Source: an optimization exercise on an open RTL-to-GDS flow (aim: small area). Production flows keep margins and buffers that such runs may drop. In this exercise RTL edits were held to simulation tests only and were not proved equivalent to the original. The clock port is modelled as an ideal driver; clocking choices that lean on that would not hold on a real chip. Power and IR drop assume default switching activity.

run A:
Design pong_main, start of the top module:
module pong_main(
    input clk,
    input hard_reset,
    input data1,
    input data2,
    output c_clk,
    output latch,
    output wire hsync,
    output wire vsync,
    output wire [2:0] red,
    output wire [2:0] green,
    output wire [2:0] blue,
    output wire speaker
);
Size: about 1,100 cells after synthesis, about 18 I/O pins, ~7600 sq um of cells after synthesis.
export LEC_CHECK = 0
export ABC_AREA = 1
export CAP_MARGIN = 20
export CORE_MARGIN = 2
export CORE_UTILIZATION = 60
export SLEW_MARGIN = 20
create_clock -name core_clock -period 20.0 [get_ports {clk}]
standard.sh (not shown) runs the stock make flow with config.mk's settings and CLKGATE_MAP_FILE= SYNTH_SCRIPT=/design/flow/synth_recipe.tcl, a recipe that flattens the netlist after the stock synthesis.
==> flow/flow/run.sh <==
#!/bin/bash
# Layout flow: the standard flow (standard.sh), except that the
# combinational logic of the standard synthesis is mapped again by ABC with
# an area-oriented script. The registers of the standard synthesis are kept
# as they are (same instances, names and cells); the re-mapped netlist is
# proven equivalent to the standard one before it is used, else the
# standard netlist is kept. Every tool writes its full output to a log here.
set -euo pipefail
W=$(pwd)
F=$W/flow
R=$W/orfs/results/$FLOW_PLATFORM/pong_main/base
PDIR=$FLOW_HOME/platforms/$FLOW_PLATFORM
LIB=$(ls $PDIR/lib/sky130_fd_sc_hd__tt_025C_1v80.lib)
YOSYS=yosys
if [[ -x $FLOW_HOME/../tools/install/yosys/bin/yosys ]]; then
  YOSYS=$FLOW_HOME/../tools/install/yosys/bin/yosys
fi

# 1. standard synthesis
bash standard.sh synth > $W/log_1_standard_synth.log 2>&1
cp $R/1_2_yosys.v $W/std_synth.v

# 2. re-map the combinational logic: ABC's deepsyn with a few random seeds
# in parallel, keeping the smallest result
SEQ=$(awk '/^[ \t]*cell[ \t]*\(/{match($0,/"[^"]+"/); c=substr($0,RSTART+1,RLENGTH-2)} /^[ \t]*(ff|latch|ff_bank|statetable)[ \t]*\(/{print c}' $LIB | sort -u | tr '\n' ' ')
DU=$(sed -n '/DONT_USE_CELLS/,/^$/p' $PDIR/config.mk | grep -o "sky130_fd_sc_hd__[a-z0-9_]*" | sed 's/^/-dont_use /' | tr '\n' ' ')
remap() {
  local k=$1
  printf '&get -n\n&st\n&deepsyn -T 150 -S %s\n&put\ndch -f\namap\ntopo\n' $k > $W/area_$k.abc
  cat > $W/remap_$k.ys <<EOY
read_liberty -ignore_miss_func $LIB
blackbox $SEQ sky130_fd_sc_hd__conb_1
read_verilog $W/std_synth.v
hierarchy -top $FLOW_TOP
flatten
opt -purge
abc -liberty $LIB $DU -script $W/area_$k.abc
opt_clean -purge
select $FLOW_TOP
write_verilog -selected -noattr -noexpr -nohex -nodec $W/remap_raw_$k.v
design -reset
read_liberty -lib -ignore_miss_func $LIB
read_verilog $W/remap_raw_$k.v
hierarchy -top $FLOW_TOP
hilomap -singleton -hicell sky130_fd_sc_hd__conb_1 HI -locell sky130_fd_sc_hd__conb_1 LO
insbuf -buf sky130_fd_sc_hd__buf_4 A X
splitnets
opt_clean -purge
check -assert
tee -o $W/remap_area_$k.txt stat -liberty $LIB
write_verilog -noattr -noexpr -nohex -nodec $W/remap_$k.v
EOY
  $YOSYS -s $W/remap_$k.ys > $W/log_2_remap_$k.log 2>&1 || rm -f $W/remap_$k.v
}
for k in 1 2 3 4; do remap $k & done
wait
ok=0
best=""
for k in 1 2 3 4; do
  if [[ -s $W/remap_$k.v ]]; then
    a=$(grep "Chip area" $W/remap_area_$k.txt | awk "{print \$NF}" || true)
    echo "seed $k: $a" >> $W/remap_areas.txt
    if [[ -z "$best" ]] || awk -v a=$a -v b=$barea 'BEGIN{exit !(a < b)}'; then best=$k; barea=$a; fi
  fi
done
if [[ -n "$best" ]]; then cp $W/remap_$best.v $W/remap.v; ok=1; echo "chosen: seed $best" >> $W/remap_areas.txt; fi

# 3. the registers must be the standard synthesis's, and the logic the same
regs() { grep -E "^ *sky130_fd_sc_hd__[a-z0-9_]+ " "$1" | awk -v seq=" $SEQ " '{ if (index(seq, " " $1 " ")) print $1, $2 }' | sort; }
if [[ $ok == 1 ]]; then
  regs $W/std_synth.v > $W/regs_std.txt
  regs $W/remap.v > $W/regs_remap.txt
  if ! cmp -s $W/regs_std.txt $W/regs_remap.txt || [[ ! -s $W/regs_std.txt ]]; then ok=0; fi
fi
if [[ $ok == 1 ]]; then
  cat > $W/equiv.ys <<EOY
read_liberty -ignore_miss_func $LIB
read_verilog $W/std_synth.v
rename $FLOW_TOP gold
read_verilog $W/remap.v
rename $FLOW_TOP gate
hierarchy -check
flatten gold gate
opt_clean
equiv_make gold gate equiv
hierarchy -top equiv
equiv_simple -undef
equiv_induct -undef
equiv_status -assert
EOY
  $YOSYS -s $W/equiv.ys > $W/log_3_equiv.log 2>&1 || ok=0
fi
echo "remap used: $ok" > $W/remap_status.txt
if [[ $ok == 1 ]]; then
  cp $W/remap.v $R/1_2_yosys.v
  rm -f $R/1_synth.odb $R/1_synth.sdc
  touch $R/1_2_yosys.v
fi

# 4. the rest of the standard flow, with a clock tree of small buffers and
# no dummy loads, clock buffers then downsized where the clock slew allows,
# and the smallest buffer on each port
export BUFFER_PORTS_ARGS="-buffer_cell sky130_fd_sc_hd__buf_1"
export POST_CTS_TCL=$F/downsize.tcl
export CTS_ARGS="-sink_clustering_enable -repair_clock_nets -dont_use_dummy_load -buf_list sky130_fd_sc_hd__clkbuf_8"
bash standard.sh finish > $W/log_4_standard_finish.log 2>&1
==> flow/flow/downsize.tcl <==
set ds_slew_limit 0.110
set ds_sizes {sky130_fd_sc_hd__clkbuf_1 sky130_fd_sc_hd__clkbuf_2 sky130_fd_sc_hd__clkbuf_4}
proc ds_max_clk_slew {} {
  set mx 0
  foreach pin [get_pins -hierarchical */CLK] {
    set s [get_property $pin slew_max]
    if {$s > $mx} { set mx $s }
  }
  return $mx
}
estimate_parasitics -placement
set ds_bufs {}
foreach inst [get_cells *] {
  set m [get_property $inst ref_name]
  if {[string match "sky130_fd_sc_hd__clkbuf_*" $m] && [string match "clkbuf_*" [get_property $inst name]]} {
    lappend ds_bufs $inst
  }
}
puts "downsize: [llength $ds_bufs] clock buffers, max clock slew [ds_max_clk_slew]"
foreach inst $ds_bufs {
  set orig [get_property $inst ref_name]
  foreach size $ds_sizes {
    if {$size == $orig} { break }
    if {[catch { replace_cell $inst $size } err]} { continue }
    estimate_parasitics -placement
    if {[ds_max_clk_slew] <= $ds_slew_limit} {
      puts "downsize: [get_property $inst name] $orig -> $size"
      break
    }
    replace_cell $inst $orig
    estimate_parasitics -placement
  }
}
puts "downsize: max clock slew now [ds_max_clk_slew]"
Run A completed; timing, DRC and antenna clean
For run B, these inputs were changed with respect to run A:
-- flow/flow/run.sh --
<<< run A, line 21
cp $R/1_2_yosys.v $W/std_synth.v

# 2. re-map the combinational logic: ABC's deepsyn with a few random seeds
# in parallel, keeping the smallest result
SEQ=$(awk '/^[ \t]*cell[ \t]*\(/{match($0,/"[^"]+"/); c=substr($0,RSTART+1,RLENGTH-2)} /^[ \t]*(ff|latch|ff_bank|statetable)[ \t]*\(/{print c}' $LIB | sort -u | tr '\n' ' ')
DU=$(sed -n '/DONT_USE_CELLS/,/^$/p' $PDIR/config.mk | grep -o "sky130_fd_sc_hd__[a-z0-9_]*" | sed 's/^/-dont_use /' | tr '\n' ' ')
remap() {
  local k=$1
  printf '&get -n\n&st\n&deepsyn -T 150 -S %s\n&put\ndch -f\namap\ntopo\n' $k > $W/area_$k.abc
  cat > $W/remap_$k.ys <<EOY
read_liberty -ignore_miss_func $LIB
>>> run B, line 21
cp $R/1_2_yosys.v $W/std_synth.v

# 2. re-map the combinational logic: ABC's deepsyn with twelve random seeds,
# four at a time, keeping the smallest result
SEQ=$(awk '/^[ \t]*cell[ \t]*\(/{match($0,/"[^"]+"/); c=substr($0,RSTART+1,RLENGTH-2)} /^[ \t]*(ff|latch|ff_bank|statetable)[ \t]*\(/{print c}' $LIB | sort -u | tr '\n' ' ')
DU=$(sed -n '/DONT_USE_CELLS/,/^$/p' $PDIR/config.mk | grep -o "sky130_fd_sc_hd__[a-z0-9_]*" | sed 's/^/-dont_use /' | tr '\n' ' ')
remap() {
  local k=$1
  printf '&get -n\n&st\n&deepsyn -T 60 -S %s\n&put\ndch -f\namap\ntopo\n' $k > $W/area_$k.abc
  cat > $W/remap_$k.ys <<EOY
read_liberty -ignore_miss_func $LIB
<<< run A, line 53
  $YOSYS -s $W/remap_$k.ys > $W/log_2_remap_$k.log 2>&1 || rm -f $W/remap_$k.v
}
for k in 1 2 3 4; do remap $k & done
wait
ok=0
best=""
for k in 1 2 3 4; do
  if [[ -s $W/remap_$k.v ]]; then
    a=$(grep "Chip area" $W/remap_area_$k.txt | awk "{print \$NF}" || true)
>>> run B, line 53
  $YOSYS -s $W/remap_$k.ys > $W/log_2_remap_$k.log 2>&1 || rm -f $W/remap_$k.v
}
for b in 0 4 8; do
  for i in 1 2 3 4; do remap $((b + i)) & done
  wait
done
ok=0
best=""
for k in $(seq 1 12); do
  if [[ -s $W/remap_$k.v ]]; then
    a=$(grep "Chip area" $W/remap_area_$k.txt | awk "{print \$NF}" || true)
==> flow/flow/downsize.tcl <==
set ds_slew_limit 0.105
set ds_sizes {sky130_fd_sc_hd__clkbuf_1 sky130_fd_sc_hd__clkbuf_2 sky130_fd_sc_hd__clkbuf_4}
proc ds_max_clk_slew {} {
  set mx 0
  foreach pin [get_pins -hierarchical */CLK] {
    set s [get_property $pin slew_max]
    if {$s > $mx} { set mx $s }
  }
  return $mx
}
proc ds_run {} {
  global ds_slew_limit ds_sizes
  estimate_parasitics -placement
  set bufs {}
  foreach inst [get_cells *] {
    set m [get_property $inst ref_name]
    if {[string match "sky130_fd_sc_hd__clkbuf_*" $m] && [string match "clkbuf_*" [get_property $inst name]]} {
      lappend bufs $inst
    }
  }
  puts "downsize: [llength $bufs] clock buffers, max clock slew [ds_max_clk_slew]"
  foreach inst $bufs {
    set orig [get_property $inst ref_name]
    foreach size $ds_sizes {
      if {$size == $orig} { break }
      if {[catch { replace_cell $inst $size }]} { continue }
      estimate_parasitics -placement
      if {[ds_max_clk_slew] <= $ds_slew_limit} {
        puts "downsize: [get_property $inst name] $orig -> $size"
        break
      }
      replace_cell $inst $orig
      estimate_parasitics -placement
    }
  }
  puts "downsize: max clock slew now [ds_max_clk_slew]"
}
if {[catch { ds_run } err]} {
  puts "downsize: stopped: $err"
}
Notes after the runs:
- The estimated power of run B ends up higher than the estimate for run A.
- The run showing the greater die area is run A.
- On sequential share of layout area, run B and run A are basically level.
- Run B vs. run A: cell area went up by about 0.36%.
- Comparing run B and run A, wire length is lower on run B.
- Run B vs. run A: wire length of the first global-routing pass shrank by 1300 um, portion of total power attributed to the clock network grew by 4.3 points, setup slack grew by 0.41 ns.
## Diff of input files: run C against run B
-- flow/flow/run.sh --
<<< run B, line 21
cp $R/1_2_yosys.v $W/std_synth.v

# 2. re-map the combinational logic: ABC's deepsyn with twelve random seeds,
# four at a time, keeping the smallest result
SEQ=$(awk '/^[ \t]*cell[ \t]*\(/{match($0,/"[^"]+"/); c=substr($0,RSTART+1,RLENGTH-2)} /^[ \t]*(ff|latch|ff_bank|statetable)[ \t]*\(/{print c}' $LIB | sort -u | tr '\n' ' ')
>>> run C, line 21
cp $R/1_2_yosys.v $W/std_synth.v

# 2. re-map the combinational logic: ABC's deepsyn with 32 random seeds,
# four at a time, keeping the smallest result
SEQ=$(awk '/^[ \t]*cell[ \t]*\(/{match($0,/"[^"]+"/); c=substr($0,RSTART+1,RLENGTH-2)} /^[ \t]*(ff|latch|ff_bank|statetable)[ \t]*\(/{print c}' $LIB | sort -u | tr '\n' ' ')
<<< run B, line 27
remap() {
  local k=$1
  printf '&get -n\n&st\n&deepsyn -T 60 -S %s\n&put\ndch -f\namap\ntopo\n' $k > $W/area_$k.abc
  cat > $W/remap_$k.ys <<EOY
read_liberty -ignore_miss_func $LIB
>>> run C, line 27
remap() {
  local k=$1
  printf '&get -n\n&st\n&deepsyn -T 25 -S %s\n&put\ndch -f\namap\ntopo\n' $k > $W/area_$k.abc
  cat > $W/remap_$k.ys <<EOY
read_liberty -ignore_miss_func $LIB
<<< run B, line 44
hierarchy -top $FLOW_TOP
hilomap -singleton -hicell sky130_fd_sc_hd__conb_1 HI -locell sky130_fd_sc_hd__conb_1 LO
insbuf -buf sky130_fd_sc_hd__buf_4 A X
splitnets
opt_clean -purge
>>> run C, line 44
hierarchy -top $FLOW_TOP
hilomap -singleton -hicell sky130_fd_sc_hd__conb_1 HI -locell sky130_fd_sc_hd__conb_1 LO
insbuf -buf sky130_fd_sc_hd__buf_1 A X
splitnets
opt_clean -purge
<<< run B, line 53
  $YOSYS -s $W/remap_$k.ys > $W/log_2_remap_$k.log 2>&1 || rm -f $W/remap_$k.v
}
for b in 0 4 8; do
  for i in 1 2 3 4; do remap $((b + i)) & done
  wait
done
ok=0
best=""
for k in $(seq 1 12); do
  if [[ -s $W/remap_$k.v ]]; then
    a=$(grep "Chip area" $W/remap_area_$k.txt | awk "{print \$NF}" || true)
>>> run C, line 53
  $YOSYS -s $W/remap_$k.ys > $W/log_2_remap_$k.log 2>&1 || rm -f $W/remap_$k.v
}
for b in 0 4 8 12 16 20 24 28; do
  for i in 0 1 2 3; do remap $((b + i)) & done
  wait
done
ok=0
best=""
for k in $(seq 0 31); do
  if [[ -s $W/remap_$k.v ]]; then
    a=$(grep "Chip area" $W/remap_area_$k.txt | awk "{print \$NF}" || true)
-- flow/flow/downsize.tcl --
<<< run B, line 1
set ds_slew_limit 0.105
set ds_sizes {sky130_fd_sc_hd__clkbuf_1 sky130_fd_sc_hd__clkbuf_2 sky130_fd_sc_hd__clkbuf_4}
proc ds_max_clk_slew {} {
  set mx 0
>>> run C, line 1
proc ds_max_clk_slew {} {
  set mx 0
<<< run B, line 10
}
proc ds_run {} {
  global ds_slew_limit ds_sizes
  estimate_parasitics -placement
  set bufs {}
>>> run C, line 8
}
proc ds_run {} {
  set ds_slew_limit 0.105
  set ds_sizes {sky130_fd_sc_hd__clkbuf_1 sky130_fd_sc_hd__clkbuf_2 sky130_fd_sc_hd__clkbuf_4}
  estimate_parasitics -placement
  set bufs {}
## What came out
- Final cell area: run C below run B
- [compare] base=run B new=run C: cell count after placement now sits lower; combinational fraction of design power now sits higher.

-- static timing again, ports no longer ideal --
The flow's constraints put no driver on any port. The routed layouts listed below were extracted and timed again, unchanged, in two steps. Step 1 (the two cells are an assumption about what drives the block):
set clk [get_ports {clk}]
set_driving_cell -lib_cell sky130_fd_sc_hd__clkbuf_16 $clk
set_driving_cell -lib_cell sky130_fd_sc_hd__buf_2 [delete_from_list [all_inputs] $clk]
Step 2 times the ports against the registers' clock, not the clock port: input delays grow and output delays shrink by t, the midpoint of the rising clock arrivals with the driver on. Slacks: ideal ports / drivers / drivers and shift; pairs: ideal ports / drivers.
run	t, ns	setup slack, ns	latest minus earliest clock arrival (ns)
run A	0.762	10.031 / 9.995 / 10.757	0.044 / 0.044
run B	0.465	10.445 / 10.409 / 10.874	0.035 / 0.034
run C	0.778	10.350 / 10.315 / 11.093	0.043 / 0.043
After both steps every run listed still meets setup and hold.
